Context: an optimization exercise on an open-source flow, tuned for small area. The choices shown serve that exercise and are no tape-out recipe. Only simulation tests tie the RTL to the original design; equivalence was not proved.

==> flow/design.v (excerpt) <==
module mul_unit (
    input wire clk,
    input wire A_flag,
    input wire U_flag,
    input wire LongMul,
    input wire [31:0] Rm_data,
    input wire [31:0] Rs_data,
    input wire [31:0] Rn_data,
    input wire [31:0] RdHi_data,
    input wire [31:0] RdLo_data,
    input wire [3:0] cpsr_flags,
    output wire [31:0] result_lo,
    output wire [31:0] result_hi,
    output wire [3:0] flags_out
);
==> flow/config.mk <==
export PLATFORM = sky130hd
export DESIGN_NAME = mul_unit
export DESIGN_NICKNAME = mul_unit
export VERILOG_FILES = /design/flow/design.v
export SDC_FILE = /design/flow/constraint.sdc
export NUM_CORES = 4
export LEC_CHECK = 0
export ABC_AREA = 1
export CAP_MARGIN = 0
export CORE_MARGIN = 2
export CORE_UTILIZATION = 40
export GPL_ROUTABILITY_DRIVEN = 0
export GPL_TIMING_DRIVEN = 0
export SLEW_MARGIN = 0
export SYNTH_HIERARCHICAL = 1
export SYNTH_MINIMUM_KEEP_SIZE = 0
==> flow/constraint.sdc <==
create_clock -name core_clock -period 14.0 [get_ports {clk}]
set_input_delay 2.8000 -clock core_clock [delete_from_list [all_inputs] [get_ports {clk}]]
set_output_delay 2.8000 -clock core_clock [all_outputs]
set_load 0.01 [all_outputs]
standard.sh (not shown) runs the stock make flow with config.mk's settings and CLKGATE_MAP_FILE= SYNTH_SCRIPT=/design/flow/synth_recipe.tcl, a recipe that flattens the netlist after the stock synthesis.
==> flow/flow/run.sh <==
#!/bin/bash
set -euo pipefail
bash standard.sh "BUFFER_PORTS_ARGS=-buffer_cell sky130_fd_sc_hd__buf_1" "CTS_ARGS=-sink_clustering_enable -repair_clock_nets -dont_use_dummy_load -buf_list sky130_fd_sc_hd__clkbuf_8" finish > standard_flow.log 2>&1
Edit:
CAP_MARGIN = 20   (was 0)
GPL_ROUTABILITY_DRIVEN = not set   (was 0)
GPL_TIMING_DRIVEN = not set   (was 0)
SLEW_MARGIN = 20   (was 0)
=>
- The changed run passed the timing, design-rule and antenna checks
- design area went down by a few percent
- final cell count decreases by a few percent
- fmax rises by a little under a tenth
- clock skew hardly moves
- register-to-register slack is better by 30 ps
- via count came out lower by a little under a tenth
- routed wire length drops by roughly a tenth
Edit:
==> flow/flow/run.sh (replaced) <==
#!/bin/bash
set -euo pipefail
bash standard.sh "BUFFER_PORTS_ARGS=-buffer_cell sky130_fd_sc_hd__buf_1" "CTS_ARGS=-sink_clustering_enable -repair_clock_nets -dont_use_dummy_load -buf_list sky130_fd_sc_hd__clkbuf_8 -sink_clustering_size 30" finish > standard_flow.log 2>&1
CAP_MARGIN = 0   (was 20)
SLEW_MARGIN = 0   (was 20)
Outcome: Global-route usage hardly moves. Critical path depth does not change. Clock-buffer cell count stays the same. Wire length barely changes. Setup slack degrades by 61 ps. Area after synthesis stays the same. Final cell count is unchanged. Die area does not change. First-iteration DRC count fell by 5.8%.
Edit:
==> flow/run.sh (new file) <==
#!/bin/bash
# synth_recipe.tcl (not shown) runs the flow's synth.tcl, then flattens the netlist and writes it again
# the make line also repeats each setting of config.mk as NAME=value (left out here)
make -C /OpenROAD-flow-scripts/flow DESIGN_CONFIG=/design/flow/config.mk WORK_HOME=/design/flow/orfs CLKGATE_MAP_FILE= SYNTH_SCRIPT=/design/flow/synth_recipe.tcl finish
CAP_MARGIN = 20   (was 0)
SLEW_MARGIN = 20   (was 0)
removed: flow/flow/run.sh
removed: flow/standard.sh
Outcome: Synthesized cell count does not change; hold slack is better by 18 ps; global-route usage came out higher by 1.2 points; die area is unchanged.

---

## xenon
Another version of the RTL of mul_unit (not shown whole).
Size: ~2800 cells after synthesis, ~240 I/O pins.
clock: 14.0 ns
lec_check: 0
abc_area: 1
cap_margin: 20
core_margin: 2
core_utilization: 40
place_density: 0.45
slew_margin: 20
synth_hierarchical: 1
synth_minimum_keep_size: 0
==> flow/flow/run.sh <==
#!/bin/bash
set -euo pipefail
bash standard.sh "BUFFER_PORTS_ARGS=-buffer_cell sky130_fd_sc_hd__buf_1" "CTS_ARGS=-sink_clustering_enable -repair_clock_nets -dont_use_dummy_load -buf_list sky130_fd_sc_hd__clkbuf_8" finish > standard_flow.log 2>&1
The following lists how yarrow was set up differently from xenon:
- swapping 0.45 for 0.8 in PLACE_DENSITY
--- outcome ---
xenon has a higher post-route core utilization than yarrow. Summary of yarrow over xenon: initial antenna violation count up 3.

==> static timing again, ports no longer ideal <==
In the flow no input, the clock included, has a driving cell. The finished layouts below were timed again as built, in two steps. Step 1 (the two cells are an assumption about what drives the block):
set clk [get_ports {clk}]
set_driving_cell -lib_cell sky130_fd_sc_hd__clkbuf_16 $clk
set_driving_cell -lib_cell sky130_fd_sc_hd__buf_2 [delete_from_list [all_inputs] $clk]
Step 2, shift: input delay + t, output delay - t, t = (earliest + latest rising clock arrival at the registers) / 2. This alone moves slack from input paths to output paths. a / b / c = ideal ports / drivers / drivers and shift; a / b = the first two.
run	t (ns)	slack for setup (ns)	worst setup path at the end	cell pins on the clock port's net
the first run of note 1	0.613	0.398 / 0.425 / -0.189	input to register	1
the second run of note 1	0.602	1.475 / 1.478 / 0.876	input to register	1
the third run of note 1	0.599	1.414 / 1.421 / 0.822	input to register	1
the fourth run of note 1	0.550	1.251 / 1.242 / 0.691	input to register	1
xenon	0.565	1.153 / 1.174 / 0.609	input to register	1
yarrow	0.582	1.329 / 1.331 / 0.749	input to register	1
Met with ideal ports but missed after step 2: setup timing in the first run of note 1. The setup slack of the second run of note 1, which loses most, moves by +0.003 ns with the drivers and by -0.599 ns with both steps.
